Context: an optimization exercise on an open-source flow, tuned for small area. The choices shown serve that exercise and are no tape-out recipe.
Function was checked by simulation only, so behaviour that the tests miss may differ from the original.
No activity file was given, so power comes from the tool's default toggle rates.

$ cat flow/design.v
module gv_sync (
  input  logic clk, n_rst, in,
  output logic edge_o
);
  logic s1, s2, s3;
  always_ff @(posedge clk, negedge n_rst)
    if (!n_rst) {s1, s2, s3} <= 3'b0;
    else        {s1, s2, s3} <= {in, s1, s2};
  assign edge_o = s2 & ~s3;
endmodule
module gv_row (
  input  logic        clk, n_rst,
  input  logic        pushed,       
  input  logic        idle,
  input  logic        p37,          
  input  logic        set_win,      
  input  logic        at11001,      
  input  logic        at11002,      
  input  logic        cnt_le,       
  output logic [15:0] nh, nm,
  output logic        good, missed
);
  logic scx, sc, win, hit, chk, g_end, m_end;
  logic [13:0] fcg, fcm;
  logic [15:0] nh_inc, nm_inc;
  always_comb begin
    logic c;
    logic [3:0] d;
    d = nh[3:0];
    c = d[3] | (d[2] & d[1] & d[0]);            
    nh_inc[0] = ~d[0];
    nh_inc[1] = c ? (d[3] & d[0]) : ~(d[1] ^ d[0]);
    nh_inc[2] = ~c & (d[2] ^ (d[1] | d[0]));
    nh_inc[3] = ~c & d[2] & (d[1] | d[0]);
    for (int k = 1; k < 4; k++) begin
      d = nh[4*k +: 4];
      nh_inc[4*k]     = d[0] ^ c;
      nh_inc[4*k + 1] = d[1] ^ (c & d[0] & ~d[3]);
      nh_inc[4*k + 2] = d[2] ^ (c & d[1] & d[0]);
      nh_inc[4*k + 3] = d[3] ^ (c & ((d[2] & d[1] & d[0]) | (d[3] & d[0])));
      c = c & d[3] & d[0];                       
    end
  end
  logic bcd_mode;
  assign bcd_mode = chk & ~hit;
  always_comb begin
    logic c, ov, c4;
    logic [3:0] d, r;
    c = 1'b1;
    for (int k = 0; k < 4; k++) begin
      d = nm[4*k +: 4];
      r[0] = d[0] ^ c;
      r[1] = d[1] ^ (c & d[0]);
      r[2] = d[2] ^ (c & d[1] & d[0]);
      r[3] = d[3] ^ (c & d[2] & d[1] & d[0]);
      c4 = c & d[3] & d[2] & d[1] & d[0];
      ov = c4 | (r[3] & (r[2] | r[1]));
      if (bcd_mode) begin
        nm_inc[4*k]     = r[0];
        nm_inc[4*k + 1] = r[1] ^ ov;
        nm_inc[4*k + 2] = r[2] ^ (ov & ~r[1]);
        nm_inc[4*k + 3] = r[3] ^ (ov & (r[2] | r[1]));
        c = ov;
      end else begin
        nm_inc[4*k +: 4] = r;
        c = c4;
      end
    end
  end
  function automatic [13:0] step14(input [13:0] a);
    step14 = {a[12:0], a[13] ^ a[12]};
  endfunction
  assign sc = scx & ~(at11001 | at11002);
  assign chk = scx & at11002;
  assign g_end = &fcg;
  assign m_end = &fcm;
  always_ff @(posedge clk, negedge n_rst) begin
    if (!n_rst) begin
      scx <= 0; hit <= 0;
      nh <= 0; nm <= 0; good <= 0; missed <= 0;
    end else begin
      if (p37 && set_win) scx <= 1'b1;
      else if (at11002)   scx <= 1'b0;
      if (chk) hit <= 1'b0;
      else if (pushed && win) hit <= 1'b1;
      if (chk && hit) nh <= nh_inc;
      else if (idle)  nh <= 16'd0;
      if ((chk && !hit) || (pushed && !win)) nm <= nm_inc;
      else if (idle) nm <= 16'd0;
      if (sc && pushed) good <= 1'b1;
      else if (good && g_end) good <= 1'b0;
      if (!sc && pushed) missed <= 1'b1;
      else if (missed && m_end) missed <= 1'b0;
    end
  end
  always_ff @(posedge clk) begin
    win <= sc & cnt_le;
    fcg <= (good && !g_end) ? step14(fcg) : 14'h01aa;
    fcm <= (missed && !m_end) ? step14(fcm) : 14'h01aa;
  end
endmodule
module gv_notes #(parameter logic [31:0] INIT = 32'h0) (
  input  logic       clk, n_rst,
  input  logic       load24, load31,
  input  logic       entry,      
  input  logic       b,          
  input  logic       scroll,     
  input  logic       done,       
  input  logic       diff,
  output logic [4:0] p,
  output logic [6:0] x,
  output logic       p37
);
  logic [31:0] n;
  logic rd, dec;
  logic [4:0] pm1;
  assign rd = n[p];
  assign dec = entry | (scroll & ~done);
  always_comb begin
    logic bw;
    bw = 1'b1;
    for (int k = 0; k < 5; k++) begin
      pm1[k] = p[k] ^ bw;
      bw = bw & ~p[k];
    end
  end
  always_ff @(posedge clk, negedge n_rst) begin
    if (!n_rst) begin
      n <= INIT; p37 <= 1'b0;
    end else begin
      for (int j = 0; j < 32; j++)
        if (entry && p == 5'((j + 25) % 32)) n[j] <= b;
      if (diff) p37 <= 1'b0;
      else if (scroll) p37 <= x[4];
    end
  end
  always_ff @(posedge clk) begin
    if (load24) p <= 5'd24;
    else if (load31) p <= 5'd31;
    else if (dec) p <= pm1;
    if (load24) x <= n[31:25];
    else if (diff) x <= 7'd0;
    else if (scroll) x <= {x[5:0], rd & ~done};
    else if (entry) begin
      if (p == 5'd25) x <= n[31:25];
      else x <= {x[5:0], (p <= 5'd24) ? rd : 1'b0};
    end
  end
endmodule
module Guitar_Villains(
    input logic clk,
    input logic n_rst,
    input logic [3:0]button,
    input logic chip_select,
    output logic [6:0]top_row,
    output logic [6:0]bottom_row,
    output logic red_disp,
    output logic green_disp,
    output logic [6:0]ss0,
    output logic [6:0]ss1
);
  localparam IDLE = 3'd1;
  localparam EDIT = 3'd2;
  localparam DIFF = 3'd3;
  localparam RUN = 3'd4;
  localparam PAUSE = 3'd5;
  localparam FINISH = 3'd6;
  function automatic [4:0] bdig(input [3:0] a, input [3:0] b, input ci, input weird);
    logic [4:0] c;
    logic [3:0] z;
    logic ov, k;
    c[0] = ci;
    for (int i = 0; i < 4; i++) begin
      z[i] = a[i] ^ b[i] ^ c[i];
      c[i+1] = (a[i] & b[i]) | (c[i] & (a[i] ^ b[i]));
    end
    ov = c[4] | (z[3] & (z[2] | z[1]));
    k = ov & (z[2] | z[1]);
    bdig[0] = z[0];
    bdig[1] = z[1] ^ ov;
    bdig[2] = z[2] ^ (ov & ~z[1]);
    bdig[3] = z[3] ^ k;
    bdig[4] = weird ? ov & ~(c[4] & z[3] & (z[2] | z[1])) : ov;
  endfunction
  function automatic [15:0] badd(input [15:0] a, input [15:0] b, input ci, input weird);
    logic [4:0] d;
    logic c;
    c = ci;
    for (int i = 0; i < 4; i++) begin
      d = bdig(a[4*i +: 4], b[4*i +: 4], c, weird);
      badd[4*i +: 4] = d[3:0];
      c = d[4];
    end
  endfunction
  function automatic [3:0] comp9(input [3:0] a);
    comp9 = (a <= 4'd9) ? 4'd9 - a : 4'd0;
  endfunction
  function automatic [6:0] seg7(input [3:0] a);
    case (a)
      4'd0: seg7 = 7'b0111111;
      4'd1: seg7 = 7'b0000110;
      4'd2: seg7 = 7'b1011011;
      4'd3: seg7 = 7'b1001111;
      4'd4: seg7 = 7'b1100110;
      4'd5: seg7 = 7'b1101101;
      4'd6: seg7 = 7'b1111101;
      4'd7: seg7 = 7'b0000111;
      4'd8: seg7 = 7'b1111111;
      4'd9: seg7 = 7'b1100111;
      default: seg7 = 7'b0000000;
    endcase
  endfunction
  logic e0, e1, e2, e3, e3r;
  gv_sync sy0 (.clk(clk), .n_rst(n_rst), .in(button[0]), .edge_o(e0));
  gv_sync sy1 (.clk(clk), .n_rst(n_rst), .in(button[1]), .edge_o(e1));
  gv_sync sy2 (.clk(clk), .n_rst(n_rst), .in(button[2] & ~chip_select), .edge_o(e2));
  gv_sync sy3 (.clk(clk), .n_rst(n_rst), .in(button[3] & ~chip_select), .edge_o(e3));
  gv_sync sy4 (.clk(clk), .n_rst(n_rst), .in(button[3]), .edge_o(e3r));
  logic [2:0] mode;
  logic [1:0] level;
  logic m_idle, m_edit, m_diff, m_run, m_pause, m_fin;
  assign m_idle  = mode == IDLE;
  assign m_edit  = mode == EDIT;
  assign m_diff  = mode == DIFF;
  assign m_run   = mode == RUN;
  assign m_pause = mode == PAUSE;
  assign m_fin   = mode == FINISH;
  logic [5:0] fp;
  logic finish;
  assign finish = fp == 6'h34;
  always_ff @(posedge clk, negedge n_rst) begin
    if (!n_rst) mode <= IDLE;
    else if (e2) begin
      case (mode)
        IDLE: mode <= EDIT;
        EDIT: mode <= DIFF;
        DIFF: mode <= RUN;
        RUN: mode <= PAUSE;
        PAUSE: mode <= RUN;
        default: mode <= IDLE;
      endcase
    end else if (e3) begin
      if (!m_edit) mode <= FINISH;
    end else if (finish) mode <= FINISH;
  end
  always_ff @(posedge clk, negedge n_rst) begin
    if (!n_rst) level <= 2'd1;
    else if (m_diff && e1) level <= (level == 2'd1) ? 2'd2 : (level == 2'd2) ? 2'd3 : 2'd1;
  end
  localparam logic [16:0] C50000 = 17'h05de1, C40000 = 17'h13ec6, C30000 = 17'h06390;
  localparam logic [16:0] C39000 = 17'h0581d, C29000 = 17'h0f637, C19000 = 17'h10d19;
  localparam logic [16:0] C11001 = 17'h18304, C11002 = 17'h10608, C59999 = 17'h12d38, CLAST = 17'h10000;
  logic [16:0] cnt, cnt_step;
  logic hz, ge60k;
  logic at_lim, set_win, at11001, at11002;
  always_comb begin
    case (level)
      2'd2: begin at_lim = cnt == C40000; set_win = cnt == C29000; end
      2'd3: begin at_lim = cnt == C30000; set_win = cnt == C19000; end
      default: begin at_lim = cnt == C50000; set_win = cnt == C39000; end
    endcase
  end
  assign at11001 = cnt == C11001;
  assign at11002 = cnt == C11002;
  assign cnt_step = {cnt[15:0], ~(cnt[16] ^ cnt[13]) ^ (&cnt[15:0])};
  always_ff @(posedge clk, negedge n_rst) begin
    if (!n_rst) begin
      cnt <= 0; hz <= 0; ge60k <= 0;
    end else begin
      hz <= at_lim & m_run;
      cnt <= (at_lim & m_run) ? 17'd0 : cnt_step;
      ge60k <= (cnt == C59999) | (ge60k & (cnt != CLAST));
    end
  end
  always_ff @(posedge clk, negedge n_rst) begin
    if (!n_rst) fp <= 0;
    else if (finish) fp <= 0;
    else if (hz) fp <= {fp[4:0], ~(fp[5] ^ fp[4])};
  end
  logic ts, tg, tr, first;
  logic [4:0] p1, p2, position;
  logic [6:0] x1, x2;
  logic p37_1, p37_2;
  logic done, scroll, load24;
  logic ent, ent1, ent2;
  assign scroll = m_run & hz;
  assign ent = m_edit & (e0 ^ e1);
  assign ent1 = ent & ~ts;
  assign ent2 = ent & ts;
  assign first = ~(tg | tr);
  assign load24 = m_idle | m_fin;
  gv_notes #(.INIT(32'hcccccccc)) nt1 (.clk(clk), .n_rst(n_rst), .load24(load24), .load31(m_diff), .entry(ent1), .b(e1), .scroll(scroll),
    .done(done), .diff(m_diff), .p(p1), .x(x1), .p37(p37_1));
  gv_notes #(.INIT(32'haaaaaaaa)) nt2 (.clk(clk), .n_rst(n_rst), .load24(load24), .load31(m_diff), .entry(ent2), .b(e1), .scroll(scroll),
    .done(done), .diff(m_diff), .p(p2), .x(x2), .p37(p37_2));
  always_ff @(posedge clk) begin
    ts <= m_edit & (ts ^ e3r);
    tg <= m_edit & ~ts;
    tr <= m_edit & ts;
    position <= m_edit ? (ts ? p2 : p1) : 5'd24;
    if (m_diff) done <= 1'b0;
    else if (scroll && p1 == 5'd0) done <= 1'b1;
  end
  logic [15:0] nh1, nm1, nh2, nm2;
  logic good1, good2, missed1, missed2;
  gv_row r1 (.clk(clk), .n_rst(n_rst), .pushed(m_run & e0), .idle(m_idle), .p37(p37_1),
    .set_win(set_win), .at11001(at11001), .at11002(at11002), .cnt_le(~ge60k), .nh(nh1), .nm(nm1), .good(good1), .missed(missed1));
  gv_row r2 (.clk(clk), .n_rst(n_rst), .pushed(m_run & e1), .idle(m_idle), .p37(p37_2),
    .set_win(set_win), .at11001(at11001), .at11002(at11002), .cnt_le(~ge60k), .nh(nh2), .nm(nm2), .good(good2), .missed(missed2));
  logic [15:0] th, tm, tsc, tm9;
  logic [7:0] score, dneg;
  logic is_neg, flash_on, fl;
  logic [16:0] fc;
  assign th = badd(nh1, nh2, 1'b0, 1'b0);
  assign tm = badd(nm1, nm2, 1'b0, 1'b1);
  assign tm9 = {comp9(tm[15:12]), comp9(tm[11:8]), comp9(tm[7:4]), comp9(tm[3:0])};
  assign tsc = badd(th, tm9, 1'b1, 1'b0);
  logic sat_h, sat_m;
  assign sat_h = th[15:8] != 8'h00;
  assign sat_m = (tm[15:8] != 8'h00) || (tm[7:4] > 4'd9) || (tm[7:4] == 4'd9 && tm[3:0] > 4'd9);
  logic z0;
  assign z0 = tsc[3:0] == 4'd0;
  assign dneg[3:0] = z0 ? 4'd0 : 4'd10 - tsc[3:0];
  assign dneg[7:4] = 4'd9 - tsc[7:4] + {3'b0, z0};
  assign is_neg = tsc[15] | (tsc[14] & (tsc[13] | tsc[12]));
  assign flash_on = ~is_neg | ~fl;
  always_comb begin
    if (tsc[15:8] == 8'h00) score = tsc[7:0];
    else if (tsc[15:8] == 8'h99 && tsc[7:0] != 8'h00) score = dneg;
    else score = 8'h99;
  end
  always_ff @(posedge clk, negedge n_rst) begin
    if (!n_rst) begin
      fc <= 0; fl <= 0;
    end else if (is_neg) begin
      fc <= (fc == 17'h0546b) ? 17'd0 : {fc[15:0], ~(fc[16] ^ fc[13])};
      if (fc == 17'h0546b) fl <= 1'b0;
      else if (fc == 17'h12ef0) fl <= 1'b1;
    end
  end
  logic [7:0] hs;
  logic [1:0] sm;
  always_ff @(posedge clk, negedge n_rst) begin
    if (!n_rst) begin
      hs <= 0; sm <= 0;
    end else begin
      if (m_fin && score > hs && !is_neg) hs <= score;
      if (e0) sm <= {sm[0], ~sm[1]};    
    end
  end
  logic [7:0] dv, pbcd;
  logic den;
  always_comb begin
    case (position)    
      5'd0: pbcd = 8'h07;  5'd1: pbcd = 8'h08;  5'd2: pbcd = 8'h09;  5'd3: pbcd = 8'h10;
      5'd4: pbcd = 8'h11;  5'd5: pbcd = 8'h12;  5'd6: pbcd = 8'h13;  5'd7: pbcd = 8'h14;
      5'd8: pbcd = 8'h15;  5'd9: pbcd = 8'h16;  5'd10: pbcd = 8'h17; 5'd11: pbcd = 8'h18;
      5'd12: pbcd = 8'h19; 5'd13: pbcd = 8'h20; 5'd14: pbcd = 8'h21; 5'd15: pbcd = 8'h22;
      5'd16: pbcd = 8'h23; 5'd17: pbcd = 8'h24; 5'd18: pbcd = 8'h25; 5'd19: pbcd = 8'h26;
      5'd20: pbcd = 8'h27; 5'd21: pbcd = 8'h28; 5'd22: pbcd = 8'h29; 5'd23: pbcd = 8'h30;
      5'd24: pbcd = 8'h31; 5'd25: pbcd = 8'h00; 5'd26: pbcd = 8'h01; 5'd27: pbcd = 8'h02;
      5'd28: pbcd = 8'h03; 5'd29: pbcd = 8'h04; 5'd30: pbcd = 8'h05; default: pbcd = 8'h06;
    endcase
  end
  logic m_rp, show_x;
  assign m_rp = m_run | m_pause;
  assign show_x = ~chip_select & (m_rp | (m_edit & ~first));
  logic [7:0] dvr;
  logic sat;
  always_comb begin
    dvr = score;
    den = flash_on;
    sat = 1'b0;
    if (m_edit) begin
      dvr = pbcd; den = 1'b1;
    end else if (m_diff) begin
      dvr = {6'b0, level}; den = 1'b1;
    end else if (m_fin) begin
      case (sm)
        2'd1: begin dvr = hs; den = 1'b1; end
        2'd3: begin dvr = th[7:0]; sat = sat_h; den = 1'b1; end
        2'd2: begin dvr = tm[7:0]; sat = sat_m; den = 1'b1; end
        default: ;
      endcase
    end else if (m_idle) den = 1'b0;
  end
  assign dv = sat ? 8'h99 : dvr;
  logic [6:0] s0, s1;
  assign s0 = seg7(dv[3:0]);
  assign s1 = m_diff ? 7'b1011110 : seg7(dv[7:4]);
  assign ss0 = (den & ~chip_select) ? s0 : 7'b0;
  assign ss1 = (den & ~chip_select) ? s1 : 7'b0;
  assign top_row = (~chip_select & m_idle) ? 7'h7f : show_x ? (m_edit ? x2 : x1) : 7'b0;
  assign bottom_row = (~chip_select & m_idle) ? 7'h7f : show_x ? (m_edit ? x1 : x2) : 7'b0;
  always_comb begin
    green_disp = 1'b0; red_disp = 1'b0;
    if (!chip_select) begin
      if (m_edit) begin green_disp = tg; red_disp = tr; end
      else if (m_rp) begin green_disp = good1 | good2; red_disp = missed1 | missed2; end
      else if (m_fin) begin green_disp = sm[0]; red_disp = sm[0] ^ sm[1]; end
    end
  end
endmodule
$ cat flow/flow/run.sh
#!/bin/bash
# Own layout flow: the standard ORFS flow (standard.sh) with these changes,
# all made through ORFS's own variables:
#  - synthesis maps the logic with an area-oriented ABC script (abc_area.script
#    here: three rounds of &dch / &nf with area recovery, no buffering or gate
#    upsizing); ORFS's scripts are used from a copy whose abc_area.script is
#    this one. Registers and every other synthesis step are unchanged;
#  - half-adder cells are added to the don't-use list, so Yosys's extract_fa
#    leaves XOR logic to ABC;
#  - port buffers use the smallest buffer cell instead of clkdlybuf4s50_1;
#  - clock tree synthesis without dummy loads, clkbuf_16 leaf clusters of up
#    to 24 sinks.
# Each tool's full output stays in orfs/logs/; make's output goes to flow.log.
set -euo pipefail
here=$(pwd)
platform_dont_use=$(sed -n '/^export DONT_USE_CELLS += /,/[^\\]$/p' \
  "$FLOW_HOME/platforms/sky130hd/config.mk" | tr -d '\\' | sed 's/export DONT_USE_CELLS += //' | tr -s ' \n' ' ')
rm -rf "$here/orfs_scripts"
cp -r "$FLOW_HOME/scripts" "$here/orfs_scripts"
cp "$here/flow/abc_area.script" "$here/orfs_scripts/abc_area.script"
export BUFFER_PORTS_ARGS="-buffer_cell sky130_fd_sc_hd__buf_1"
export CTS_ARGS="-sink_clustering_enable -repair_clock_nets -dont_use_dummy_load -buf_list sky130_fd_sc_hd__clkbuf_16 -sink_clustering_size 24 -sink_clustering_max_diameter 100"
bash standard.sh "SCRIPTS_DIR=$here/orfs_scripts" \
  "DONT_USE_CELLS=$platform_dont_use sky130_fd_sc_hd__ha_1 sky130_fd_sc_hd__ha_2 sky130_fd_sc_hd__ha_4" \
  finish > flow.log 2>&1
$ cat flow/flow/abc_area.script
strash
&get -n
&st
&dch
&nf -R 1000
&st
&dch
&nf -R 1000
&st
&dch
&nf -R 1000
&put
topo
stime -c
$ cat flow/standard.sh
#!/bin/bash
# synth_recipe.tcl (not shown) runs the flow's synth.tcl, then flattens the netlist and writes it again
# the make line also repeats each setting of config.mk as NAME=value (left out here)
make -C /OpenROAD-flow-scripts/flow DESIGN_CONFIG=/design/flow/config.mk WORK_HOME=/design/flow/orfs CLKGATE_MAP_FILE= SYNTH_SCRIPT=/design/flow/synth_recipe.tcl "${@:-finish}"
$ cat flow/config.mk
export PLATFORM = sky130hd
export DESIGN_NAME = Guitar_Villains
export DESIGN_NICKNAME = Guitar_Villains
export VERILOG_FILES = /design/flow/design.v
export SDC_FILE = /design/flow/constraint.sdc
export NUM_CORES = 4
export LEC_CHECK = 0
export ABC_AREA = 1
export CAP_MARGIN = 0
export CORE_MARGIN = 2
export CORE_UTILIZATION = 60
export GPL_TIMING_DRIVEN = 0
export SLEW_MARGIN = 0
$ cat flow/constraint.sdc
create_clock -name core_clock -period 20.0 [get_ports {clk}]
set_input_delay 4.0000 -clock core_clock [delete_from_list [all_inputs] [get_ports {clk}]]
set_output_delay 4.0000 -clock core_clock [all_outputs]
set_load 0.01 [all_outputs]
==> metrics.md, run 1 <==
| Metric | Value |
|---|---|
| Status | complete, no violations |
| Initial drt markers | 1060 |
| Crit share post-route | around 95% |
| Max Freq | around 53 MHz |
| DIE WIDTH | 167 um |
| CP most frequent cell | fa_1 |
| RSZ-0062 raised after global routing | no |
| Normalized max-slew margin | 10.4% |
| CTS Root Buffer Type | clkbuf_16 |
| Hold WS | 0.358 ns |
| Compound-Gate Fraction of Synth Area | approximately 19% |
| Adder-Cell Fraction of Synth Area | 5.68% |
| Number of global-route vias before repair | 12300 |
| Antenna viol nets, final | 0 |
| Count of state elements after synthesis | about 300 |
| Worst hold path type | flip-flop to flip-flop |
| Fillers | between 2000 and 2500 |
| Avg WL per Cell | around 17 um |
| Max clock buf depth | 3 |
| Final slew viol count | 0 |
| Final Setup Violations | 0 |
| Synth Net Count | between 1500 and 2000 |
| Final min period | ~19 ns |
| Mapped Area | approximately 16000 um^2 |
| CTS sink cnt | around 300 |
| IO Port Bufs | 36 |
| Commonest non-fill, non-tap cell in the layout | nand2_1 |
| Dpl cells | about 2100 |
| DR DRC count | 0 |
| Largest net degree at the start of global routing | just under 50 |
| Area of the core | ~26000 um^2 |
| Crit end category | output port |
| Post-DP HPWL | ~26 mm |
| Via density | a little over 6 |
| Gr ovfl total | 0 |
| Final setup TNS | 0 ns |
| Critical path startpoint category | flip-flop |
| Max cap viols | 0 |
| Later-pin clock latency in the skew report | between 0.5 and 0.6 ns |
| Final WL | around 36 mm |
| First-pass GRT wire length | ~60 mm |
| Yosys cell types | 61 |
| Hold buffer count at cts | 0 |
| Total number of vias | roughly 13000 |
| Fraction of layout cells with a size suffix above 1 | under 10% |
| Pre-antenna DRT Iters | 5 |
| Main flop type after synthesis | dfrtp_1 |
| Crit path required time | 16.00 ns |
| Reg2Reg Depth | 50 |
| Worst Skew | about 0.045 ns |
| Final hold viol count | 0 |
| H-tree depth | 1 |
| Post-route insts no fill | 2141 |
| Power Dens Cells | 121 nW/um^2 |
| Gate Count Post-Synth | between 1500 and 2000 |
| N_diodes | 0 |
| Die area | about 28000 um^2 |
| CTS tree | yes |
| WHS Path Cells | 0 |
| GR Util All Layers | a little over a quarter |
| Starting density of the core | approximately 61% |
| Final Wtd Congestion | about 0.9 |
| Sequential share of the synthesized area | a little under half |
| Worst-path maximum fanout | 7 |
| Most frequent cells in the layout | nand2_1 (238), o21ai_0 (178), dfrtp_1 (175) |
| Simple-Gate Fraction of Synth Area | between 20 and 25% |
| Synth Area per Inst | around 9 um^2 |
| Critical path type | flip-flop to output port |
| Xor-xnor portion of the synthesized cell area | under 10% |
| Slew @ Worst Pin | approximately 1.3 ns |
| Nets@finish | between 1500 and 2000 |
| Critical Path Max Stage Delay | around 0.63 ns |
| Height of the die | around 170 um |
| Row count | 59 |
| P_leak | 6.58 nW |
| Yosys Warn Count | 5 |
| Synth-to-layout area growth | 7.53% |
| Initial antenna violation count | 0 |
| Asr flop ratio synth | 69.6% |
| Combinational family with the most area after synthesis | simple AND/OR/NAND/NOR gates |
| TritonCTS Buffers | 16 |
| Critical Path AT | 14.91 ns |
| I/O pin cnt | 37 |
| Multiplexer area fraction after synthesis | roughly 1.9% |
| Post-synth EDFFs | 14 |
| Slowest cell on crit path | fa_1 |
| Peak supply drop | between 90 and 100 uV |
| Worst-path clk slew | 0.09 ns |
## cells in the mapped netlist (23+ instances only)
library cell / n / area (um^2)
dfrtp_1: 177 / 4430
xnor2_1: 37 / 324
dfstp_2: 34 / 893
nor2b_1: 42 / 263
and2_0: 51 / 319
o21ai_0: 179 / 896
nor3_1: 26 / 130
dfxtp_1: 78 / 1560
fa_1: 45 / 901
a22oi_1: 48 / 360
nor2_1: 149 / 559
clkinv_1: 78 / 293
nand2b_1: 45 / 282
a22o_1: 28 / 245
nand2_1: 238 / 893
a31oi_1: 23 / 144
nand4_1: 29 / 181
a21oi_1: 121 / 606
nand3_1: 91 / 455
## sequential cells by signal (all words and copies together), names as in the netlist, 7 cells and up
| register | flops |
|---|---|
| r2.fcm | 14 |
| r1.nm | 16 |
| r2.nh | 16 |
| nt1.x | 7 |
| r2.fcg | 14 |
| hs | 8 |
| nt2.n | 32 |
| nt2.x | 7 |
| nt1.n | 32 |
| r2.nm | 16 |
| r1.fcm | 14 |
| fc | 17 |
| r1.fcg | 14 |
| r1.nh | 16 |
| cnt | 17 |
## area by class of cell
class	instances	area [um^2]	area share, %
Inverter	78	293	1.72
Multi-Input combinational cell	1360	8300	48.7
Timing Repair Buffer	47	315	1.85
Buffer	2	7.51	0.0441
Sequential cell	303	7310	42.9
Tap cell	335	419	2.46
Clock buffer	16	400	2.35
## layer usage
layer  wire length, um  global-route usage, %  vias up
li1                  -                      -     6367
met1             17500                   39.6     6268
met3              1830                   3.28       63
met2             15900                   40.6      336
met4               867                   6.97        0
met5                 0                      0        -
## cells by family (layout without fill, tap and decap cells)
group | Yosys count | count (layout)
fa+ha+maj | 45 | 45
xor+xnor | 50 | 50
simple gates | 737 | 737
mux | 28 | 28
compound gates | 500 | 500
buf+inv | 80 | 143
flops | 303 | 303
## power by group
group          internal, mW  leakage, nW  switching [mW]
sequential            0.715         3.45          0.0844
clock                 0.144        0.197           0.191
combinational         0.343         2.94           0.580
total                  1.20         6.58           0.855
## path summary, 6_finish.rpt
path	start	end	slack, ns
min reg2reg	sy2.s1	sy2.s2	0.36
max in group asynchronous	n_rst	nt2.n[11]	15.38
min in group asynchronous	n_rst	r1.nh[12]	3.36
max	r2.nm[0]	ss1[3]	1.09
min	sy2.s1	sy2.s2	0.36
max reg2reg	r2.nm[0]	hs[2]	5.60
## worst max-delay path, delay by kind of cell, from the launching register on
kind | cells | cell delay, ns
fa+ha+maj | 19 | 8.15
buf+inv | 6 | 0.56
simple gates | 12 | 2.84
flops | 1 | 0.45
compound gates | 13 | 2.14
xor+xnor | 1 | 0.22
## stage by stage
step / util, % / instance area [um^2] / total power [mW] / worst slack, ns
2_1_floorplan: - / 15800 / 1.45 / 2.24
5_1_grt: 65.6 / 17000 / 2.22 / 0.0595
3_3_place_gp: 63.1 / 16400 / 1.64 / 0.314
4_1_cts: 65.4 / 17000 / 2.03 / 0.308
3_5_place_dp: 63.8 / 16600 / 1.69 / 0.915
6_report: 65.6 / 17000 / 2.06 / 1.09
## timing repair
item	4_1_cts	5_1_grt
setup endpoints to repair	0	14
hold endpoints to repair	0	0
buffers inserted	0	1
gates resized for setup	0	10
==> run 2, diff against run 1 <==
--- a/flow/config.mk
+++ b/flow/config.mk
@@ -7,7 +7,9 @@
 export LEC_CHECK = 0
 export ABC_AREA = 1
-export CAP_MARGIN = 0
+export CAP_MARGIN = 20
 export CORE_MARGIN = 2
 export CORE_UTILIZATION = 60
-export GPL_TIMING_DRIVEN = 0
-export SLEW_MARGIN = 0
+export CTS_BUF_LIST = sky130_fd_sc_hd__clkbuf_16
+export CTS_CLUSTER_DIAMETER = 100
+export CTS_CLUSTER_SIZE = 24
+export SLEW_MARGIN = 20
==> run 2 against run 1 <==
Net effect:
- wire length down 0.11%
- first-iteration DRC count down 2.7%
- sequential power about the same
- clock skew is 0.0015 ns lower
- maximum frequency grew 0.12%
==> metrics.md, run 2 <==
| Metric | Value |
|---|---|
| Status | complete, no violations |
| Max Freq | 53.0 MHz (+0.12%) |
| TritonCTS Buffers | 16 (unchanged) |
| Count of state elements after synthesis | 303 (unchanged) |
| CTS tree | yes |
| Fraction of layout cells with a size suffix above 1 | 4.20% (+0.16 points) |
| Final WL | 36.0 mm (-0.11%) |
| H-tree depth | 1 (unchanged) |
| Fillers | 2213 (+2.1%) |
| CTS sink cnt | 303 (unchanged) |
| DR DRC count | 0 (unchanged) |
| Crit share post-route | 94.4% (-0.12 points) |
| RSZ-0062 raised after global routing | no |
| Peak supply drop | 90.0 uV (-9.1%) |
| DRT met1 WL | 17.5 mm (+0.43%) |
| Final core utilization | 65.3% (-0.25 points) |
| N_diodes | 0 (unchanged) |
| Area leader, netlist | dfrtp_1 |
| Post-DP HPWL | 25.8 mm (-1.1%) |
| DIE WIDTH | 167 um (unchanged) |
| First-pass GRT wire length | 61.2 mm (about the same) |
| Max clock buf depth | 3 (unchanged) |
| Hold buffer count at cts | 0 (unchanged) |
| Final hold viol count | 0 (unchanged) |
| Area of the core | 26000 um^2 (unchanged) |
| Worst-path maximum fanout | 7 (unchanged) |
| Initial drt markers | 1031 (-2.7%) |
| Final min period | 18.88 ns (-0.0233 ns) |
| Crit end category | output port |
| Min-delay src | sy0.s1 |
| Worst-path clk slew | 0.09 ns (about the same) |
| Slew @ Worst Pin | 1.10 ns (-0.239 ns) |
| Starting density of the core | 61.0% (unchanged) |
| End of the worst register-to-register path | hs[3] |
| I/O pin cnt | 37 (unchanged) |
| Commonest non-fill, non-tap cell in the layout | nand2_1 |
| Metal3 WL | 1.88 mm (+2.7%) |
| Final Wtd Congestion | 0.895 (-0.67%) |
| Synth Area per Inst | 9.09 um^2 (unchanged) |
| Gate Count Post-Synth | 1743 (unchanged) |
| CP most frequent cell | fa_1 |
| Most common cell in the netlist | nand2_1 |
| Row count | 59 (unchanged) |
| Multi-input gate area | 8280 um^2 (-0.23%) |
| Most frequent cells in the layout | nand2_1 (238), o21ai_0 (177), dfrtp_1 (177) |
| WHS Path Cells | 0 (unchanged) |
| Synth Net Count | 1795 (unchanged) |
| Synth-to-layout area growth | 7.12% |
| Avg WL per Cell | 16.8 um (-0.30%) |
| Post-CTS setup buffer count | 0 (unchanged) |
| Largest net degree at the start of global routing | 78 (+59%) |
| Uppermost layer routed | met4 |
| Initial antenna violation count | 0 (unchanged) |
| Asr flop ratio synth | 69.6% (unchanged) |
| Normalized max-slew margin | 25.8% (+15 points) |
| Synth area leaders | dfrtp_1 (28%), dfxtp_1 (9.9%), fa_1 (5.7%) |
| Worst hold path type | flip-flop to flip-flop |
| Slowest cell on crit path | fa_1 |
| IO Port Bufs | 36 (unchanged) |
| Post-synth EDFFs | 14 (unchanged) |
| Min-Delay Endpoint | sy0.s2 |
| Post-synth top area share | 28.0% (unchanged) |
| Pre-antenna DRT Iters | 5 (unchanged) |
| Yosys Warn Count | 5 (unchanged) |
| Biggest regs | nt1.n (32), nt2.n (32) |
| Metal2 WL | 15.9 mm (about the same) |
| Main flop type after synthesis | dfrtp_1 |
| Nets@finish | 1864 (+0.22%) |
| Number of global-route vias before repair | 12100 (-1.9%) |
| Crit Reg-Reg Startpoint | r2.nm[0] |
| Critical path startpoint category | flip-flop |
| Max cap viols | 0 (unchanged) |
| Die area | 27700 um^2 (unchanged) |
| Via density | 6.07 (-0.23%) |
| Total number of vias | 13000 (-0.046%) |
| Later-pin clock latency in the skew report | 0.52 ns (about the same) |
| Mapped Area | 15800 um^2 (unchanged) |
| Critical Path AT | 14.88 ns (-0.03 ns) |
| FF/Latch Area | 7300 um^2 (about the same) |
| Critical Path Max Stage Delay | 0.61 ns (-0.02 ns) |
| Critical path type | flip-flop to output port |
| Worst Skew | 0.0437 ns (-0.00154 ns) |
| Height of the die | 167 um (unchanged) |
| Yosys cell types | 61 (unchanged) |
| Final slew viol count | 0 (unchanged) |
| Gr ovfl total | 0 (unchanged) |
| Final setup TNS | 0 ns (unchanged) |
| Crit path required time | 16.00 ns (about the same) |
| Synth top cells by count | nand2_1 (238), o21ai_0 (179), dfrtp_1 (177), nor2_1 (149), a21oi_1 (121) |
| Worst reg-to-reg setup slack | 5.79 ns (+0.19 ns) |
| Power Dens Cells | 120 nW/um^2 (-0.46%) |
| GR Util All Layers | 26.3% (about the same) |
| Reg2Reg Depth | 53 (+6.0%) |
| Final Setup Violations | 0 (unchanged) |
| Antenna viol nets, final | 0 (unchanged) |
| CTS Root Buffer Type | clkbuf_16 |
| Sequential share of the synthesized area | 46.1% (unchanged) |
| P_leak | 6.58 nW (about the same) |
[run 2: cell counts after synthesis]
Identical to the previous run, type by type.
[run 2: per-stage QoR]
stage                     hold WS [ns]  area, um^2  power [mW]  instances  worst slack (ns)
after floorplan                  0.331       15800        1.45       1743              2.24
after global placement           0.332       16500        1.66       2127              1.61
after detailed placement         0.335       16500        1.69       2127              1.25
after CTS                        0.355       16900        2.03       2143             0.638
after global routing             0.358       17000        2.19       2145            0.0537
final                            0.353       17000        2.04       2145              1.12
[run 2: cell type report]
| class | count | share of cell area, % |
|---|---|---|
| Clock buffer | 16 | 2.36 |
| Inverter | 78 | 1.72 |
| Multi-Input combinational cell | 1360 | 48.8 |
| Sequential cell | 303 | 43.0 |
| Tap cell | 335 | 2.47 |
| Timing Repair Buffer | 53 | 1.64 |
[run 2: timing repair]
item | CTS | global route
gates resized for setup | 0 | 5
hold endpoints to repair | 0 | 0
setup endpoints to repair | 0 | 14
[run 2: power breakdown]
group / switching (mW) / total [mW] / internal, mW / leakage, nW
Sequential: 0.0839 / 0.798 / 0.715 / 3.45
Clock: 0.188 / 0.332 / 0.144 / 0.197
Combinational: 0.575 / 0.909 / 0.334 / 2.94
Total: 0.847 / 2.04 / 1.19 / 6.58
[run 2: routing by layer]
| metal | global-route usage [%] | vias to the layer above |
|---|---|---|
| met2 | 40.1 | 352 |
| li1 | - | 6390 |
| met5 | 0 | - |
| met3 | 3.04 | 49 |
| met1 | 40.7 | 6237 |
| met4 | 5.62 | 0 |
[run 2: worst max path at each step]
stage,from,end,cells past startpoint
2_1_floorplan,r1.nm[0],ss0[6],43
3_3_place_gp,r1.nm[0],ss1[3],52
3_5_place_dp,r2.nm[0],ss1[3],52
4_1_cts,r2.nm[0],ss1[3],52
5_1_grt,r2.nm[0],ss1[1],52
6_report,r2.nm[0],ss1[3],51
[run 2: cells by family (layout without fill, tap and decap cells)]
logic type / count (synthesis) / after routing / share of synthesized area (%)
compound gates: 500 / 500 / 19.3
xor+xnor: 50 / 50 / 2.76
fa+ha+maj: 45 / 45 / 5.68
buf+inv: 80 / 147 / 1.89
flops: 303 / 303 / 46.1
mux: 28 / 28 / 1.87
simple gates: 737 / 737 / 22.4
[run 2: worst max-delay path, delay by kind of cell, from the launching register on]
family,cells,cell delay [ns]
AO/OA/AOI/OAI,13,2.23
XOR/XNOR,1,0.22
AND/OR/NAND/NOR,12,2.80
buffers and inverters,6,0.54
adder cells (fa/ha/maj),19,8.13
flip-flops,1,0.48
==> run 3, diff against run 2 <==
--- a/flow/design.v
+++ b/flow/design.v
@@ -5,6 +5,7 @@
   logic s1, s2, s3;
   always_ff @(posedge clk, negedge n_rst)
-    if (!n_rst) {s1, s2, s3} <= 3'b0;
-    else        {s1, s2, s3} <= {in, s1, s2};
+    if (!n_rst) {s1, s2} <= 2'b0;
+    else        {s1, s2} <= {in, s1};
+  always_ff @(posedge clk) s3 <= s2;
   assign edge_o = s2 & ~s3;
 endmodule
==> run 3 against run 2 <==
Net effect:
- still clean
- global-route usage grew 0.11 points
- clock-buffer cell count is the same
- flip-flop and latch count is the same
- total power grew 3.6%
- clock power is essentially flat
- area after synthesis shrank 0.11%
- first-iteration DRC count shrank 14%
- sequential share of layout area is essentially flat
- combinational power grew 7.7%
- non-clock buffer count shrank 2
- critical path type unchanged
==> metrics.md, run 3 <==
| Metric | Value |
|---|---|
| Status | complete, no violations |
| Initial drt markers | 890 (-14%) |
| Max Freq | 53.9 MHz (+1.7%) |
| Switching fraction of total power | 42.3% (+0.78 points) |
| Synth area leaders | dfrtp_1 (27%), dfxtp_1 (10%), fa_1 (5.7%) |
| Avg WL per Cell | 17.2 um (+2.3%) |
| Synth-to-layout area growth | 6.87% |
| Pre-antenna DRT Iters | 5 (unchanged) |
| Worst-path clk slew | 0.10 ns (about the same) |
| GR Util All Layers | 26.4% (+0.11 points) |
| Crit path required time | 16.00 ns (about the same) |
| Post-CTS setup buffer count | 0 (unchanged) |
| Internal power | 1.22 mW (+2.2%) |
| Row count | 59 (unchanged) |
| Final setup TNS | 0 ns (unchanged) |
| Later-pin clock latency in the skew report | 0.51 ns (about the same) |
| Setup ws final | 1.44 ns (+0.321 ns) |
| Starting density of the core | 60.9% (-0.067 points) |
| CTS sink cnt | 303 (unchanged) |
| Height of the die | 166 um (about the same) |
| Final slew viol count | 0 (unchanged) |
| RSZ-0062 raised after global routing | no |
| Most common cell in the netlist | nand2_1 |
| Die area | 27700 um^2 (-0.11%) |
| CP most frequent cell | fa_1 |
| Post-DP HPWL | 25.9 mm (+0.50%) |
| Critical Path AT | 14.56 ns (-0.32 ns) |
| CTS tree | yes |
| Commonest non-fill, non-tap cell in the layout | nand2_1 |
| Largest net degree at the start of global routing | 78 (unchanged) |
| Area of the core | 26000 um^2 (unchanged) |
| Worst-path maximum fanout | 8 (+1) |
| Comb pwr share | 46.3% (+1.7 points) |
| Clock power frac | 15.8% (-0.5 points) |
| Switching power | 0.894 mW (+5.6%) |
| Max cap viols | 0 (unchanged) |
| DIE WIDTH | 166 um (about the same) |
| Final Setup Violations | 0 (unchanged) |
| Slowest cell on crit path | fa_1 |
| Area leader, netlist | dfrtp_1 |
| Hold buffer count at cts | 0 (unchanged) |
| Nets@finish | 1837 (-1.4%) |
| Count of state elements after synthesis | 303 (unchanged) |
| Power Dens Cells | 125 nW/um^2 (+4.0%) |
| Asr flop ratio synth | 68.0% (-1.7 points) |
| Main flop type after synthesis | dfrtp_1 |
| Yosys Warn Count | 5 (unchanged) |
| Post-synth top area share | 27.2% (-0.76 points) |
| Mapped Area | 15800 um^2 (-0.11%) |
| Sequential share of the synthesized area | 46.0% (-0.11 points) |
| Number of global-route vias before repair | 12200 (+1.1%) |
| Critical Path Max Stage Delay | 0.63 ns (+0.02 ns) |
| Worst hold path type | flip-flop to flip-flop |
| TritonCTS Buffers | 16 (unchanged) |
| Fraction of layout cells with a size suffix above 1 | 3.98% (-0.22 points) |
| Synth Area per Inst | 9.21 um^2 (+1.3%) |
| H-tree depth | 1 (unchanged) |
| Final WL | 36.4 mm (+1.0%) |
| Via density | 6.07 (about the same) |
| Gr ovfl total | 0 (unchanged) |
| Final hold viol count | 0 (unchanged) |
| Yosys cell types | 67 (+9.8%) |
| Biggest regs | nt1.n (32), nt2.n (32) |
| First-pass GRT wire length | 61.5 mm (+0.38%) |
| Cts repair resizes | 0 (unchanged) |
| Final Wtd Congestion | 0.941 (+5.1%) |
| P_leak | 6.53 nW (-0.78%) |
| I/O pin cnt | 37 (unchanged) |
| Design Power | 2.11 mW (+3.6%) |
| Gate Count Post-Synth | 1718 (-1.4%) |
| Total number of vias | 12900 (-1.3%) |
| Critical path type | flip-flop to output port |
| Finished Cell Area | 16900 um^2 (-0.35%) |
| Worst Skew | 0.0284 ns (-0.0153 ns) |
| Crit share post-route | 92.8% (-1.6 points) |
| Peak supply drop | 113 uV (+26%) |
| Slew @ Worst Pin | 1.15 ns (+0.0455 ns) |
| Pre-CTS setup slack | 2.06 ns (+0.807 ns) |
| Max clock buf depth | 3 (unchanged) |
| Fillers | 2186 (-1.2%) |
| Antenna viol nets, final | 0 (unchanged) |
| Synth top cells by count | nand2_1 (217), dfrtp_1 (172), o21ai_0 (161), nor2_1 (137), a21oi_1 (121) |
| Critical path startpoint category | flip-flop |
| Crit end category | output port |
| Synth Net Count | 1770 (-1.4%) |
| N_diodes | 0 (unchanged) |
| Initial antenna violation count | 0 (unchanged) |
| Flop pwr share | 37.9% (-1.2 points) |
| Final min period | 18.56 ns (-0.321 ns) |
| Most frequent cells in the layout | nand2_1 (217), dfrtp_1 (172), o21ai_0 (161) |
| DP Area | 16500 um^2 (-0.11%) |
| IO Port Bufs | 36 (unchanged) |
| DR DRC count | 0 (unchanged) |
| Normalized max-slew margin | 23.2% (-2.6 points) |
| Post-synth EDFFs | 14 (unchanged) |
| CTS Root Buffer Type | clkbuf_16 |
-- run 3: power by group through the flow --
| stage | registers (mW) | logic, mW | clock network, mW |
|---|---|---|---|
| final | 0.800 | 0.979 | 0.335 |
| after global routing | 0.813 | 1.10 | 0.368 |
| after CTS | 0.799 | 0.969 | 0.347 |
| after detailed placement | 0.809 | 0.960 | 0 |
| after global placement | 0.808 | 0.944 | 0 |
| after floorplan | 0.782 | 0.730 | 0 |
-- run 3: logic make-up (layout without fill, tap and decap cells) --
group           Yosys count  in the layout  share of synthesized area, %
compound gates          517            517                          20.5
fa+ha+maj                47             47                          5.82
flops                   303            303                          46.0
simple gates            686            686                          20.9
xor+xnor                 56             56                          3.10
buf+inv                  83            148                          1.97
mux                      26             26                          1.73
-- run 3: final timing paths --
| check | depth (start not counted) | slack, ns | startpoint | to |
|---|---|---|---|---|
| worst max-delay path | 55 | 1.44 | r2.nm[0] | ss1[3] |
| worst min-delay path | 0 | 0.35 | sy0.s1 | sy0.s2 |
| worst max register to register | 55 | 5.57 | r2.nm[0] | hs[6] |
| worst min register to register | 0 | 0.35 | sy0.s1 | sy0.s2 |
| max in group asynchronous | 3 | 14.76 | n_rst | fp[3] |
| min in group asynchronous | 2 | 3.71 | n_rst | r1.nh[15] |
-- run 3: stage by stage --
step | hold slack [ns] | std cells | util, %
final | 0.355 | 2118 | 65.1
after global routing | 0.370 | 2118 | 65.1
after detailed placement | 0.335 | 2102 | 63.5
after floorplan | 0.331 | 1718 | -
after CTS | 0.356 | 2118 | 65.0
after global placement | 0.333 | 2102 | 63.5
-- run 3: area by class of cell --
class / instances / area (um^2) / area share [%]
Timing Repair Buffer: 51 / 251 / 1.49
Multi-Input combinational cell: 1332 / 8260 / 48.8
Sequential cell: 303 / 7280 / 43.0
Clock buffer: 16 / 400 / 2.37
Tap cell: 335 / 419 / 2.48
Inverter: 81 / 304 / 1.80
-- run 3: metal layers --
metal  track usage (%)  vias up  wire [um]
met5                 0        -          0
met4              5.66        0        583
met3              3.42       38       1680
met2              44.8      278      17700
met1              36.6     6211      16400
li1                  -     6330          -
-- run 3: worst max-delay path, delay by kind of cell, from the launching register on --
| family | cells | cell delay, ns |
|---|---|---|
| and+or+nand+nor | 13 | 2.03 |
| xor gates and xnor gates | 3 | 0.51 |
| DFF | 1 | 0.51 |
| AOI/OAI and AO/OA | 12 | 2.27 |
| adders and majority gates | 19 | 7.94 |
| buffers and inverters | 8 | 0.79 |
==> run 4, diff against run 3 <==
--- a/flow/flow/run.sh
+++ b/flow/flow/run.sh
@@ -3,5 +3,6 @@
 # all made through ORFS's own variables:
 #  - synthesis maps the logic with an area-oriented ABC script (abc_area.script
-#    here: three rounds of &dch / &nf with area recovery, no buffering or gate
+#    here: five rounds of &b / &dch / &nf with relaxed delay and pin
+#    permutation, no buffering or gate
 #    upsizing); ORFS's scripts are used from a copy whose abc_area.script is
 #    this one. Registers and every other synthesis step are unchanged;
==> flow/flow/abc_area.script (replaced) <==
strash
&get -n
&st
&b
&dch
&nf -R 1000 -p
&st
&b
&dch
&nf -R 1000 -p
&st
&b
&dch
&nf -R 1000 -p
&st
&b
&dch
&nf -R 1000 -p
&st
&b
&dch
&nf -R 1000 -p
&put
topo
stime -c
==> run 4 against run 3 <==
Net effect:
- still clean
- flip-flop and latch count stayed put
- synthesized cell count down 0.99%
- area after synthesis fell by 1.2%
- worst hold slack improved by 0.0039 ns
- sequential share of layout area grew 0.57 points
- maximum frequency fell by 2.0%
- sequential power is 2% higher
- via count is 0.51% higher
- setup slack got worse by 0.39 ns
- critical endpoint is now ss0[3]
- highest routed layer unchanged
==> metrics.md, run 4 <==
| Metric | Value |
|---|---|
| Status | complete, no violations |
| Main flop type after synthesis | dfrtp_1 |
| Total number of vias | 12900 (+0.51%) |
| Slew @ Worst Pin | 0.995 ns (-0.153 ns) |
| Max clock buf depth | 3 (unchanged) |
| Worst-path maximum fanout | 9 (+1) |
| Row count | 59 (unchanged) |
| I/O pin cnt | 37 (unchanged) |
| Asr flop ratio synth | 68.0% (unchanged) |
| Switching fraction of total power | 43.2% (+0.84 points) |
| Yosys cell types | 65 (-3.0%) |
| Area leader, netlist | dfrtp_1 |
| Normalized max-slew margin | 33.6% (+10 points) |
| Starting density of the core | 60.5% (-0.38 points) |
| Largest net degree at the start of global routing | 73 (-6.4%) |
| Fraction of layout cells with a size suffix above 1 | 3.86% (-0.12 points) |
| Max cap viols | 0 (unchanged) |
| Final Setup Violations | 0 (unchanged) |
| CTS sink cnt | 303 (unchanged) |
| Synth Area per Inst | 9.20 um^2 (-0.20%) |
| Critical Path Max Stage Delay | 0.56 ns (-0.07 ns) |
| H-tree depth | 1 (unchanged) |
| Hold buffer count at cts | 0 (unchanged) |
| Crit end category | output port |
| DR DRC count | 0 (unchanged) |
| Later-pin clock latency in the skew report | 0.51 ns (about the same) |
| Peak supply drop | 131 uV (+16%) |
| Sequential share of the synthesized area | 46.5% (+0.55 points) |
| Die area | 27400 um^2 (-1.2%) |
| Post-CTS setup buffer count | 0 (unchanged) |
| Worst hold path type | flip-flop to flip-flop |
| Crit share post-route | 94.7% (+1.9 points) |
| Area of the core | 25800 um^2 (-0.57%) |
| Internal power | 1.29 mW (+5.9%) |
| Worst Skew | 0.0295 ns (+0.00111 ns) |
| RSZ-0062 raised after global routing | no |
| Critical Path AT | 14.95 ns (+0.39 ns) |
| Final min period | 18.95 ns (+0.388 ns) |
| Design Power | 2.27 mW (+7.5%) |
| First-pass GRT wire length | 58.8 mm (-4.3%) |
| Most common cell in the netlist | nor2_1 |
| Post-synth top area share | 27.5% (+0.33 points) |
| Via density | 6.17 (+1.6%) |
| Most frequent cells in the layout | nor2_1 (180), dfrtp_1 (172), nand2_1 (164) |
| Final setup TNS | 0 ns (unchanged) |
| Post-synth EDFFs | 14 (unchanged) |
| Nets@finish | 1815 (-1.2%) |
| Critical path type | flip-flop to output port |
| CP most frequent cell | fa_1 |
| Pre-CTS setup slack | 1.63 ns (-0.425 ns) |
| Switching power | 0.981 mW (+9.6%) |
| Critical path startpoint category | flip-flop |
| CTS Root Buffer Type | clkbuf_16 |
| Number of global-route vias before repair | 11700 (-4.7%) |
| Worst-path clk slew | 0.09 ns (about the same) |
| Yosys Warn Count | 5 (unchanged) |
| Crit Reg-Reg Startpoint | r1.nm[0] |
| Setup ws final | 1.05 ns (-0.388 ns) |
| Final WL | 36.5 mm (+0.48%) |
| Final hold viol count | 0 (unchanged) |
| Initial drt markers | 1169 (+31%) |
| Slowest cell on crit path | fa_1 |
| Cts repair resizes | 0 (unchanged) |
| P_leak | 6.58 nW (+0.73%) |
| Gr ovfl total | 0 (unchanged) |
| Max Freq | 52.8 MHz (-2.0%) |
| CTS tree | yes |
| Flop pwr share | 35.9% (-2.0 points) |
| Min-delay src | sy3.s1 |
| Synth Net Count | 1753 (-0.96%) |
| Synth area leaders | dfrtp_1 (28%), dfxtp_1 (11%), fa_1 (5.8%) |
| Biggest regs | nt1.n (32), nt2.n (32) |
| Initial antenna violation count | 0 (unchanged) |
| Count of state elements after synthesis | 303 (unchanged) |
| Synth-to-layout area growth | 6.74% |
| Crit path required time | 16.00 ns (about the same) |
| GR Util All Layers | 26.6% (+0.25 points) |
| Synth top cells by count | nor2_1 (182), dfrtp_1 (172), nand2_1 (164), a21oi_1 (159), o21ai_0 (145) |
| Power Dens Cells | 136 nW/um^2 (+8.9%) |
| Height of the die | 165 um (-0.58%) |
| IO Port Bufs | 36 (unchanged) |
| Clock power frac | 14.6% (-1.2 points) |
| Pre-antenna DRT Iters | 6 (+1) |
| Comb pwr share | 49.5% (+3.2 points) |
| Post-DP HPWL | 26.7 mm (+3.1%) |
| Final slew viol count | 0 (unchanged) |
| Antenna viol nets, final | 0 (unchanged) |
| DIE WIDTH | 165 um (-0.58%) |
| Mapped Area | 15600 um^2 (-1.2%) |
| N_diodes | 0 (unchanged) |
| Commonest non-fill, non-tap cell in the layout | nor2_1 |
| TritonCTS Buffers | 16 (unchanged) |
| Crit. Startpoint | r1.nm[0] |
| Gate Count Post-Synth | 1701 (-0.99%) |
| Final Wtd Congestion | 0.939 (-0.14%) |
| Avg WL per Cell | 17.4 um (+1.5%) |
[run 4: changes by cell type after synthesis, moves of 12 or more]
cell | before | now
nor3_1 | 24 | 41
a21oi_1 | 121 | 159
o21ai_0 | 161 | 145
o22ai_1 | 9 | 42
nor2_1 | 137 | 182
nor2b_1 | 32 | 44
nand2_1 | 217 | 164
clkinv_1 | 81 | 67
a22oi_1 | 36 | 8
nand3_1 | 82 | 52
[run 4: final timing paths]
check                           cells past startpoint  slack (ns)        end
min in group asynchronous                           1        3.37  r2.nm[15]
worst min register to register                      0        0.36     sy3.s2
worst max register to register                     50        5.05      hs[4]
max in group asynchronous                           3       14.83      fc[4]
worst max-delay path                               52        1.05     ss0[3]
worst min-delay path                                0        0.36     sy3.s2
[run 4: final cells by class]
cell class / count / area [um^2]
multi-input combinational: 1329 / 8130
clock buffer: 16 / 400
timing repair buffer: 46 / 214
tap: 335 / 419
sequential: 303 / 7280
inverter: 67 / 251
fill: 2193 / 9140
[run 4: cells by family after synthesis]
group | count (synthesis) | share of synthesized area (%)
buf+inv | 69 | 1.66
xor+xnor | 48 | 2.69
compound gates | 519 | 19.9
simple gates | 691 | 21.7
mux | 26 | 1.74
flops | 303 | 46.5
fa+ha+maj | 45 | 5.76
[run 4: per-stage QoR]
step | utilization (%) | std cells | instance area (um^2) | hold slack, ns
after floorplan | - | 1701 | 15600 | 0.331
after global placement | 63.0 | 2080 | 16300 | 0.332
after detailed placement | 63.0 | 2080 | 16300 | 0.336
after CTS | 64.6 | 2096 | 16700 | 0.358
after global routing | 64.6 | 2096 | 16700 | 0.365
final | 64.6 | 2096 | 16700 | 0.359
[run 4: critical path: cells and delay by family (launching register included)]
family	cells	cell delay, ns
simple gates	11	2.26
compound gates	13	2.70
xor+xnor	2	0.26
fa+ha+maj	19	8.05
buf+inv	7	0.66
flops	1	0.51
[run 4: metal layers]
layer | GRT usage [%] | vias to the layer above | share of wire, %
met2 | 44.1 | 337 | 47
met3 | 2.65 | 42 | 4.5
met1 | 38.2 | 6267 | 46
met5 | 0 | - | 0
li1 | - | 6277 | -
met4 | 6.03 | 0 | 1.9
[run 4: power by group through the flow]
stage               clock [mW]  combinational (mW)  sequential, mW
finish                   0.331                1.13           0.815
global route             0.361                1.24           0.829
CTS                      0.341                1.11           0.814
detailed placement           0                1.10           0.826
global placement             0                1.08           0.824
floorplan                    0               0.837           0.793
==> run 5, diff against run 4 <==
--- a/flow/design.v
+++ b/flow/design.v
@@ -281,4 +281,5 @@
   logic ts, tg, tr, first;
   logic [4:0] p1, p2, position;
+  logic entp;
   logic [6:0] x1, x2;
   logic p37_1, p37_2;
@@ -290,4 +291,5 @@
   assign ent2 = ent & ts;
   assign first = ~(tg | tr);
+  assign position = first ? 5'd24 : (tr ? p2 : p1) + {4'b0, entp};
   assign load24 = m_idle | m_fin;
   gv_notes #(.INIT(32'hcccccccc)) nt1 (.clk(clk), .n_rst(n_rst), .load24(load24), .load31(m_diff), .entry(ent1), .b(e1), .scroll(scroll),
@@ -299,5 +301,5 @@
     tg <= m_edit & ~ts;
     tr <= m_edit & ts;
-    position <= m_edit ? (ts ? p2 : p1) : 5'd24;
+    entp <= ent;
     if (m_diff) done <= 1'b0;
     else if (scroll && p1 == 5'd0) done <= 1'b1;
==> run 5 against run 4 <==
Net effect:
- die area is 0.20% lower
- clock power hardly changed
- clock skew is 0.014 ns higher
- critical path type unchanged
- still clean on timing, DRC and antenna
==> metrics.md, run 5 <==
| Metric | Value |
|---|---|
| Status | complete, no violations |
| Fraction of layout cells with a size suffix above 1 | 3.93% (+0.066 points) |
| Worst hold path type | flip-flop to flip-flop |
| Critical path type | flip-flop to output port |
| IO Port Bufs | 36 (unchanged) |
| Height of the die | 165 um (about the same) |
| Critical Path Max Stage Delay | 0.71 ns (+0.15 ns) |
| Avg WL per Cell | 17.8 um (+2.2%) |
| Area of the core | 25800 um^2 (-0.29%) |
| Main flop type after synthesis | dfrtp_1 |
| CTS sink cnt | 298 (-1.7%) |
| Synth area leaders | dfrtp_1 (28%), dfxtp_1 (10%), fa_1 (5.8%) |
| Pre-antenna DRT Iters | 5 (-1) |
| Slew @ Worst Pin | 0.995 ns (+0.000442 ns) |
| Crit share post-route | 93.6% (-1.1 points) |
| Largest net degree at the start of global routing | 66 (-9.6%) |
| Slowest cell on crit path | a211oi_1 |
| Final min period | 18.73 ns (-0.220 ns) |
| Final WL | 37.3 mm (+2.0%) |
| Critical path startpoint category | flip-flop |
| CTS Root Buffer Type | clkbuf_16 |
| Post-CTS setup buffer count | 0 (unchanged) |
| Gr ovfl total | 0 (unchanged) |
| Synth-to-layout area growth | 6.85% |
| Total number of vias | 12900 (-0.29%) |
| CTS tree | yes |
| Yosys cell types | 66 (+1.5%) |
| Post-synth EDFFs | 14 (unchanged) |
| Starting density of the core | 60.6% (about the same) |
| Via density | 6.16 (about the same) |
| Max Freq | 53.4 MHz (+1.2%) |
| GR Util All Layers | 27.8% (+1.1 points) |
| H-tree depth | 1 (unchanged) |
| Sequential share of the synthesized area | 46.0% (-0.55 points) |
| Worst-path clk slew | 0.09 ns (about the same) |
| Synth Net Count | 1746 (-0.40%) |
| Final slew viol count | 0 (unchanged) |
| Max clock buf depth | 3 (unchanged) |
| Mapped Area | 15600 um^2 (-0.20%) |
| Most common cell in the netlist | nor2_1 |
| Synth top cells by count | nor2_1 (173), dfrtp_1 (172), nand2_1 (168), o21ai_0 (151), a21oi_1 (141) |
| Final setup TNS | 0 ns (unchanged) |
| First-pass GRT wire length | 61.2 mm (+4.0%) |
| Metal2 WL | 17.4 mm (+0.44%) |
| RSZ-0062 raised after global routing | no |
| Cts repair resizes | 0 (unchanged) |
| Critical Path AT | 14.73 ns (-0.22 ns) |
| Initial antenna violation count | 0 (unchanged) |
| Row count | 59 (unchanged) |
| Final Wtd Congestion | 0.917 (-2.3%) |
| Biggest regs | nt1.n (32), nt2.n (32) |
| DIE WIDTH | 165 um (about the same) |
| Later-pin clock latency in the skew report | 0.52 ns (about the same) |
| N_diodes | 0 (unchanged) |
| Synth Area per Inst | 9.21 um^2 (+0.21%) |
| I/O pin cnt | 37 (unchanged) |
| Yosys Warn Count | 5 (unchanged) |
| Normalized max-slew margin | 32.9% (-0.66 points) |
| Final core utilization | 64.7% (+0.12 points) |
| Post-DP HPWL | 27.2 mm (+1.9%) |
| Max cap viols | 0 (unchanged) |
| Number of global-route vias before repair | 12000 (+3.1%) |
| Uppermost layer routed | met4 |
| Gate Count Post-Synth | 1694 (-0.41%) |
| Final Setup Violations | 0 (unchanged) |
| Nets@finish | 1811 (-0.22%) |
| DR DRC count | 0 (unchanged) |
| CP most frequent cell | fa_1 |
| Worst-path maximum fanout | 7 (-2) |
| Power Dens Cells | 144 nW/um^2 (+6.0%) |
| Worst Skew | 0.0438 ns (+0.0144 ns) |
| Post-synth top area share | 27.6% (+0.055 points) |
| P_leak | 6.58 nW (about the same) |
| Metal3 WL | 1.78 mm (+8.9%) |
| Die area | 27300 um^2 (-0.20%) |
| Peak supply drop | 195 uV (+49%) |
| TritonCTS Buffers | 16 (unchanged) |
| Crit path required time | 16.00 ns (about the same) |
| Initial drt markers | 1267 (+8.4%) |
| Antenna viol nets, final | 0 (unchanged) |
| Final hold viol count | 0 (unchanged) |
| Crit end category | output port |
| DRT met1 WL | 17.3 mm (+2.2%) |
| Count of state elements after synthesis | 298 (-1.7%) |
| Area leader, netlist | dfrtp_1 |
| Hold buffer count at cts | 0 (unchanged) |
| Most frequent cells in the layout | nor2_1 (172), dfrtp_1 (172), nand2_1 (168) |
| Asr flop ratio synth | 69.1% (+1.1 points) |
==> run 5: kinds of logic after synthesis <==
kind of cell	Yosys count	synth area share (%)
simple gates	696	22.1
buf+inv	63	1.51
xor+xnor	48	2.69
compound gates	514	19.9
mux	30	2.00
flops	298	46.0
fa+ha+maj	45	5.77
==> run 5: layout make-up <==
type                            instances  area [um^2]
Fill cell                            2183         9080
Multi-Input combinational cell       1333         8210
Sequential cell                       298         7180
Inverter                               61          229
Timing Repair Buffer                   49          236
Tap cell                              335          419
Clock buffer                           16          400
==> run 5: per-stage QoR <==
stage	setup WS, ns	hold slack, ns	std cells	power [mW]	instance area [um^2]
after floorplan	2.23	0.331	1694	1.74	15600
after global placement	2.22	0.331	2076	2.02	16300
after detailed placement	1.72	0.335	2076	2.06	16300
after CTS	1.11	0.350	2092	2.40	16700
after global routing	0.244	0.362	2092	2.60	16700
final	1.27	0.352	2092	2.41	16700
==> run 5: worst max-delay path, delay by kind of cell (launching register included) <==
kind	cells	cell delay, ns
buffers and inverters	7	0.70
adders and majority gates	19	7.99
DFF	1	0.44
and+or+nand+nor	10	1.91
AOI/OAI and AO/OA	9	2.89
xor gates and xnor gates	2	0.25
==> run 5: final timing paths <==
| path | from | endpoint | slack, ns | cells past startpoint |
|---|---|---|---|---|
| min | sy0.s1 | sy0.s2 | 0.35 | 0 |
| min reg2reg | sy0.s1 | sy0.s2 | 0.35 | 0 |
| max | r1.nm[1] | ss0[3] | 1.27 | 47 |
| min in group asynchronous | n_rst | fc[8] | 3.45 | 1 |
| max reg2reg | r1.nm[1] | hs[3] | 5.60 | 53 |
| max in group asynchronous | n_rst | nt1.n[29] | 14.69 | 3 |
==> run 5: power breakdown <==
part           total, mW  internal, mW  switching, mW
logic               1.26         0.484          0.780
clock network      0.330         0.144          0.186
registers          0.813         0.718         0.0942
==> run 5: per-layer routing <==
layer  vias to the layer above  GRT usage (%)
met2                       333           45.1
li1                       6269              -
met5                         -              0
met1                      6230           40.4
met3                        54           2.87
met4                         0           6.50
==> run 6, diff against run 5 <==
--- a/flow/flow/run.sh
+++ b/flow/flow/run.sh
@@ -11,5 +11,5 @@
 #  - port buffers use the smallest buffer cell instead of clkdlybuf4s50_1;
 #  - clock tree synthesis without dummy loads, clkbuf_16 leaf clusters of up
-#    to 24 sinks.
+#    to 27 sinks.
 # Each tool's full output stays in orfs/logs/; make's output goes to flow.log.
 set -euo pipefail
@@ -21,5 +21,5 @@
 cp "$here/flow/abc_area.script" "$here/orfs_scripts/abc_area.script"
 export BUFFER_PORTS_ARGS="-buffer_cell sky130_fd_sc_hd__buf_1"
-export CTS_ARGS="-sink_clustering_enable -repair_clock_nets -dont_use_dummy_load -buf_list sky130_fd_sc_hd__clkbuf_16 -sink_clustering_size 24 -sink_clustering_max_diameter 100"
+export CTS_ARGS="-sink_clustering_enable -repair_clock_nets -dont_use_dummy_load -buf_list sky130_fd_sc_hd__clkbuf_16 -sink_clustering_size 27 -sink_clustering_max_diameter 110"
 bash standard.sh "SCRIPTS_DIR=$here/orfs_scripts" \
   "DONT_USE_CELLS=$platform_dont_use sky130_fd_sc_hd__ha_1 sky130_fd_sc_hd__ha_2 sky130_fd_sc_hd__ha_4" \
==> run 6 against run 5 <==
Net effect:
- largest cell class unchanged
- clock-buffer cell count decreased by 1
- clock skew is 0.0018 ns lower
- flip-flop and latch count unchanged
- critical endpoint unchanged
- non-clock buffer count did not move
- utilization down 0.097 points
- via count shrank 0.24%
- area after synthesis unchanged
- combinational power hardly changed
- setup slack worse by 0.049 ns
- register-to-register slack lost 0.06 ns
- synthesized cell count unchanged
==> metrics.md, run 6 <==
| Metric | Value |
|---|---|
| Status | complete, no violations |
| Later-pin clock latency in the skew report | 0.52 ns (about the same) |
| Critical path type | flip-flop to output port |
| Avg WL per Cell | 17.9 um (+0.45%) |
| Die area | 27300 um^2 (unchanged) |
| N_diodes | 0 (unchanged) |
| Clock power frac | 13.5% (-0.2 points) |
| Max Freq | 53.3 MHz (-0.26%) |
| Total number of vias | 12900 (-0.24%) |
| Area of the core | 25800 um^2 (unchanged) |
| Max clock buf depth | 3 (unchanged) |
| Worst Skew | 0.0420 ns (-0.00184 ns) |
| Biggest regs | nt1.n (32), nt2.n (32) |
| Synth area leaders | dfrtp_1 (28%), dfxtp_1 (10%), fa_1 (5.8%) |
| Final Wtd Congestion | 0.917 (unchanged) |
| Comb pwr share | 52.6% (about the same) |
| Worst hold path type | flip-flop to flip-flop |
| Worst-path clk slew | 0.11 ns (+0.02 ns) |
| CTS Root Buffer Type | clkbuf_16 |
| Sequential share of the synthesized area | 46.0% (unchanged) |
| GR Util All Layers | 27.9% (+0.17 points) |
| DR DRC count | 0 (unchanged) |
| Multi-input gate area | 8210 um^2 (unchanged) |
| Synth top cells by count | nor2_1 (173), dfrtp_1 (172), nand2_1 (168), o21ai_0 (151), a21oi_1 (141) |
| Gate Count Post-Synth | 1694 (unchanged) |
| Synth Area per Inst | 9.21 um^2 (unchanged) |
| Yosys cell types | 66 (unchanged) |
| Fillers | 2191 (+0.37%) |
| TritonCTS Buffers | 15 (-1) |
| H-tree depth | 1 (unchanged) |
| Post-synth top area share | 27.6% (unchanged) |
| Final hold viol count | 0 (unchanged) |
| Critical path startpoint category | flip-flop |
| Yosys Warn Count | 5 (unchanged) |
| Critical Path Max Stage Delay | 0.72 ns (about the same) |
| Nets@finish | 1810 (-0.055%) |
| Max cap viols | 0 (unchanged) |
| Crit path required time | 16.00 ns (about the same) |
| FF/Latch Area | 7180 um^2 (unchanged) |
| Post-synth EDFFs | 14 (unchanged) |
| Most frequent cells in the layout | nor2_1 (172), dfrtp_1 (172), nand2_1 (168) |
| Final WL | 37.4 mm (+0.40%) |
| Flop pwr share | 33.9% (about the same) |
| Hold buffer count at cts | 0 (unchanged) |
| Starting density of the core | 60.6% (unchanged) |
| Gr ovfl total | 0 (unchanged) |
| Mapped Area | 15600 um^2 (unchanged) |
| Switching fraction of total power | 44.2% (+0.13 points) |
| Design Power | 2.40 mW (-0.39%) |
==> run 6: cell counts after synthesis <==
No cell type changed its count.
==> run 6: kinds of logic after synthesis <==
kind of cell               count (synthesis)  share of synthesized area, %
buffers and inverters                     63                          1.51
xor gates and xnor gates                  48                          2.69
DFF                                      298                          46.0
AOI/OAI and AO/OA                        514                          19.9
adders and majority gates                 45                          5.77
and+or+nand+nor                          696                          22.1
muxes                                     30                          2.00
==> run 6: final cells by class <==
cell class / instances / area share, %
multi-input combinational: 1333 / 49.3
sequential: 298 / 43.1
tap: 335 / 2.52
clock buffer: 15 / 2.25
timing repair buffer: 49 / 1.42
inverter: 61 / 1.37
==> run 6: final timing paths <==
kind                       slack, ns        end      from
setup reg to reg                5.54      hs[3]  r1.nm[1]
hold / removal                  0.34     sy0.s3    sy0.s2
hold reg to reg                 0.34     sy0.s3    sy0.s2
min in group asynchronous       3.41      fc[8]     n_rst
max in group asynchronous      14.66  nt1.n[29]     n_rst
setup / recovery                1.22     ss0[3]  r1.nm[1]
==> run 6: through the flow <==
step / setup slack (ns) / hold slack, ns / instance area, um^2
after CTS: 1.13 / 0.339 / 16600
after floorplan: 2.23 / 0.331 / 15600
final: 1.22 / 0.341 / 16700
after global placement: 2.22 / 0.331 / 16300
after global routing: 0.210 / 0.343 / 16700
after detailed placement: 1.72 / 0.335 / 16300
==> run 6: repair_timing <==
| action | in CTS | in global routing |
|---|---|---|
| setup buffers | 0 | 0 |
| endpoints found under the hold margin | 0 | 0 |
| gates resized for setup | 0 | 1 |
| setup endpoints to repair | 0 | 1 |
==> run 6: worst max-delay path: cells and delay by family, from the launching register on <==
family          cells  cell delay (ns)
flops               1             0.45
simple gates       10             1.92
xor+xnor            2             0.24
compound gates      9             2.93
fa+ha+maj          19             7.99
buf+inv             7             0.70
==> run 6: power groups by stage <==
| stage | Sequential [mW] | Clock (mW) | Combinational [mW] |
|---|---|---|---|
| 2_1_floorplan | 0.790 | 0 | 0.951 |
| 3_3_place_gp | 0.817 | 0 | 1.20 |
| 3_5_place_dp | 0.821 | 0 | 1.23 |
| 4_1_cts | 0.810 | 0.333 | 1.25 |
| 5_1_grt | 0.826 | 0.354 | 1.41 |
| 6_report | 0.813 | 0.324 | 1.26 |
==> run 6: layer usage <==
metal,GRT usage [%],part of all wire (%),up-vias
met3,2.85,4.5,55
met1,40.7,47,6232
met4,6.58,2.1,0
met2,45.3,46,292
met5,0,0,-
li1,-,-,6276

Setup slack of run 6, layout unchanged: 1.222 ns with ideal ports, 1.170 ns with driving cells assumed (clock clkbuf_16, inputs buf_2), 1.722 ns with port delays also shifted by the 0.551 ns mid clock arrival.
